Source: an optimization exercise on an open RTL-to-GDS flow (aim: small area, a short achievable clock period and few clock cycles). Production flows keep margins and buffers that such runs may drop. In this exercise RTL edits were held to simulation tests only and were not proved equivalent to the original.

## path_math
module path_math
    (input [11:0] location,  
     input [11:0] target,  
     input [4:0] current_orientation,  
     input clock,
     input enable,
     input reset,
     output reg done,
     output [4:0] needed_orientation,  
     output [11:0] move_command);  
   wire [7:0] xm_l, ym_l, xm_t, ym_t;
   wire       xs_l, xs_t;
   ptc_mag ptc_l (.r_theta(location), .xm(xm_l), .ym(ym_l), .xs(xs_l));
   ptc_mag ptc_t (.r_theta(target),   .xm(xm_t), .ym(ym_t), .xs(xs_t));
   wire       xsame = (xs_t == xs_l);
   wire [9:0] ex_s = {1'b0, xm_t, xsame} + {xsame, xm_l ^ {8{xsame}}, xsame};
   wire [9:0] dy_s = {1'b0, ym_t, 1'b1} + {1'b1, ~ym_l, 1'b1};
   wire [8:0] ex_t = ex_s[9:1];
   wire [8:0] dy_t = dy_s[9:1];
   reg [8:0] ex, dy;
   reg       exneg, busy;
   always @(posedge clock) begin
      ex <= ex_t;
      dy <= dy_t;
      exneg <= xs_t;
      busy <= enable & ~reset;
   end
   wire       ex_nz = |ex;
   wire       dxneg = exneg ? ((ex_nz & ~ex[8]) | (ex == 9'h100)) : ex[8];
   wire       dyneg = dy[8];
   wire [1:0] quad = {dyneg, dxneg ^ dyneg};  
   wire       sx = ex[8];
   wire       sy = dy[8];
  ...
clock: 12.0 ns
lec_check: 0
cap_margin: 5
core_margin: 2
core_utilization: 50
setup_slack_margin: 5
slew_margin: 5
run.sh (not shown) runs the stock make flow with config.mk's settings and CLKGATE_MAP_FILE= SYNTH_SCRIPT=/design/flow/synth_recipe.tcl, a recipe that flattens the netlist after the stock synthesis.
Testbench counts at the start, summed over its fixed seeds: cycles 32,000.
Next try:
--- a/flow/config.mk
+++ b/flow/config.mk
@@ -7,6 +7,6 @@
 export LEC_CHECK = 0
-export CAP_MARGIN = 5
+export CAP_MARGIN = 0
 export CORE_MARGIN = 2
-export CORE_UTILIZATION = 50
+export CORE_UTILIZATION = 60
 export SETUP_SLACK_MARGIN = 5
-export SLEW_MARGIN = 5
+export SLEW_MARGIN = 0
Result:
- via count climbs by 0.62%
- fmax drops by about 0.6%
- design area drops by about 1%
- area after synthesis does not change
- cell count drops by about 2.5%
- setup slack gets worse by 39 ps
- global-route usage climbs by 4.2 points
- non-clock buffer count climbs by 2
- hold slack hardly moves


Another version of the RTL of path_math (not shown whole).
For scale: about 50 I/O pins.
## path_math
module path_math
    (input [11:0] location,  
     input [11:0] target,  
     input [4:0] current_orientation,  
     input clock,
     input enable,
     input reset,
     output reg done,
     output [4:0] needed_orientation,  
     output [11:0] move_command);
Settings: LEC_CHECK=0, CAP_MARGIN=5, CORE_MARGIN=2, CORE_UTILIZATION=40, SETUP_SLACK_MARGIN=4, SLEW_MARGIN=5; clock period 12.0 ns.
Testbench counts at the start, summed over its fixed seeds: cycles 32,000.
Change:
- CORE_UTILIZATION: 40 -> 70
- PLACE_DENSITY: not set -> 0.8
- SETUP_SLACK_MARGIN: 4 -> 5
After rerunning: The new run passed the timing, design-rule and antenna checks. Design area goes up by 5.9%. Utilization grows by 39 points.
Change:
- CORE_UTILIZATION: 70 -> 60
- PLACE_DENSITY: 0.8 -> not set
The changed run completed without violations.
Die area climbs by 16%.
Sequential cell count does not change.
Global-route usage goes down by 5.7 points.
Wire length goes down by about 7%.
Area after synthesis stays the same.
Clock skew is higher by 5.2 ps.
Count of clock-buffer cells in the layout came out lower by 1.
Setup slack gains 31 ps.
Via count falls by 6.0%.
Cell count increases by 2.1%.
Change:
==> flow/flow/run.sh (new file) <==
#!/bin/bash
set -euo pipefail
sed -E 's/SETUP_SLACK_MARGIN=[0-9.]+/SETUP_SLACK_MARGIN=6.5/' standard.sh > standard_margin.sh
bash standard_margin.sh > orfs_make.log 2>&1
==> flow/standard.sh (new file) <==
#!/bin/bash
# synth_recipe.tcl (not shown) runs the flow's synth.tcl, then flattens the netlist and writes it again
# the make line also repeats each setting of config.mk as NAME=value (left out here)
make -C /OpenROAD-flow-scripts/flow DESIGN_CONFIG=/design/flow/config.mk WORK_HOME=/design/flow/orfs CLKGATE_MAP_FILE= SYNTH_SCRIPT=/design/flow/synth_recipe.tcl "${@:-finish}"
- CORE_UTILIZATION: 60 -> 40
removed: flow/run.sh
What happened:
- The new run completed without violations
- maximum frequency goes up by 2.5%
- cell area goes up by 15%
- sequential share of layout area goes down by 0.89 points
- area after synthesis is unchanged
- routed wire length goes up by 12%
- non-clock buffer count goes up by 98
- die area goes up by 49%
- setup slack gets better by 170 ps
- core utilization goes down by 16 points


Setup of old:
RTL: one of the versions met above, not the one the previous note started from.
Size in the first run: about 1700 cells after synthesis, about 48 flip-flops, about 0.014 sq mm of cells after synthesis.
// path_math
module path_math
    (input [11:0] location,  
     input [11:0] target,  
     input [4:0] current_orientation,  
     input clock,
     input enable,
     input reset,
     output reg done,
     output [4:0] needed_orientation,  
     output [11:0] move_command);
Settings: LEC_CHECK=0, CAP_MARGIN=5, CORE_MARGIN=2, CORE_UTILIZATION=40, SETUP_SLACK_MARGIN=5, SLEW_MARGIN=5; clock period 12.0 ns.
Stock flow here: none of the scripts above is used.
Testbench counts of old, summed over its fixed seeds: cycles 32,000.
The following lists how new was set up differently from old:
# old
export LEC_CHECK = 0
export CAP_MARGIN = 5
export CORE_MARGIN = 2
export CORE_UTILIZATION = 40
export SETUP_SLACK_MARGIN = 5
export SLEW_MARGIN = 5
create_clock -name core_clock -period 12.0 [get_ports {clock}]
# new
export LEC_CHECK = 0
export CAP_MARGIN = 5
export CORE_MARGIN = 2
export CORE_UTILIZATION = 60
export SETUP_SLACK_MARGIN = 5
export SLEW_MARGIN = 5
create_clock -name core_clock -period 12.0 [get_ports {clock}]
Findings:
- Against old as the reference, new delivers a higher effective utilization at floorplan.
- As far as worst hold slack is concerned, old and new perform about the same.
- Going from old to new, total routed wirelength shrank slightly.
- Summary — via count, new relative to old: higher, by 131.
- Comparing new and old, the lower count of fill cells added during filler insertion is on new.
- Side by side, initial antenna violation count turned out higher in new than in old.

## what the ideal ports hide
How much do the figures lean on ideal ports? The routed layouts below were timed once more, with nothing changed but the port constraints. Step 1: set_driving_cell puts a clkbuf_16 on clock and a buf_2 on each other input, an assumption about the parent block. Step 2, shift: input delay + t, output delay - t, t = (earliest + latest rising clock arrival at the registers) / 2. This alone moves slack from input paths to output paths. a / b / c = no drivers / after step 1 / after step 2; a / b = the first two.
run | shift t [ns] | setup slack, ns | worst hold slack (ns) | worst slew at a driven data input, ns
the first run of note 1 | 0.328 | 5.189 / 5.149 / 4.927 | 0.480 / 0.480 / 0.480 | 0.04
the second run of note 1 | 0.335 | 5.150 / 5.110 / 4.842 | 0.480 / 0.480 / 0.480 | 0.05
the first run of note 2 | 0.327 | 4.291 / 4.250 / 4.034 | 0.503 / 0.503 / 0.503 | 0.04
the second run of note 2 | 0.323 | 5.087 / 5.051 / 4.817 | 0.478 / 0.478 / 0.478 | 0.05
the third run of note 2 | 0.327 | 5.118 / 5.079 / 4.863 | 0.487 / 0.487 / 0.487 | 0.04
the fourth run of note 2 | 0.319 | 5.286 / 5.293 / 4.974 | 0.503 / 0.503 / 0.503 | 0.06
old | 0.337 | 5.143 / 5.132 / 4.832 | 0.477 / 0.477 / 0.477 | 0.04
new | 0.335 | 5.150 / 5.110 / 4.842 | 0.480 / 0.480 / 0.480 | 0.05
After both steps setup and hold are still met in every run listed. For the fourth run of note 2, which loses most, drivers alone change the setup slack by +0.007 ns; drivers and shift together by -0.312 ns.
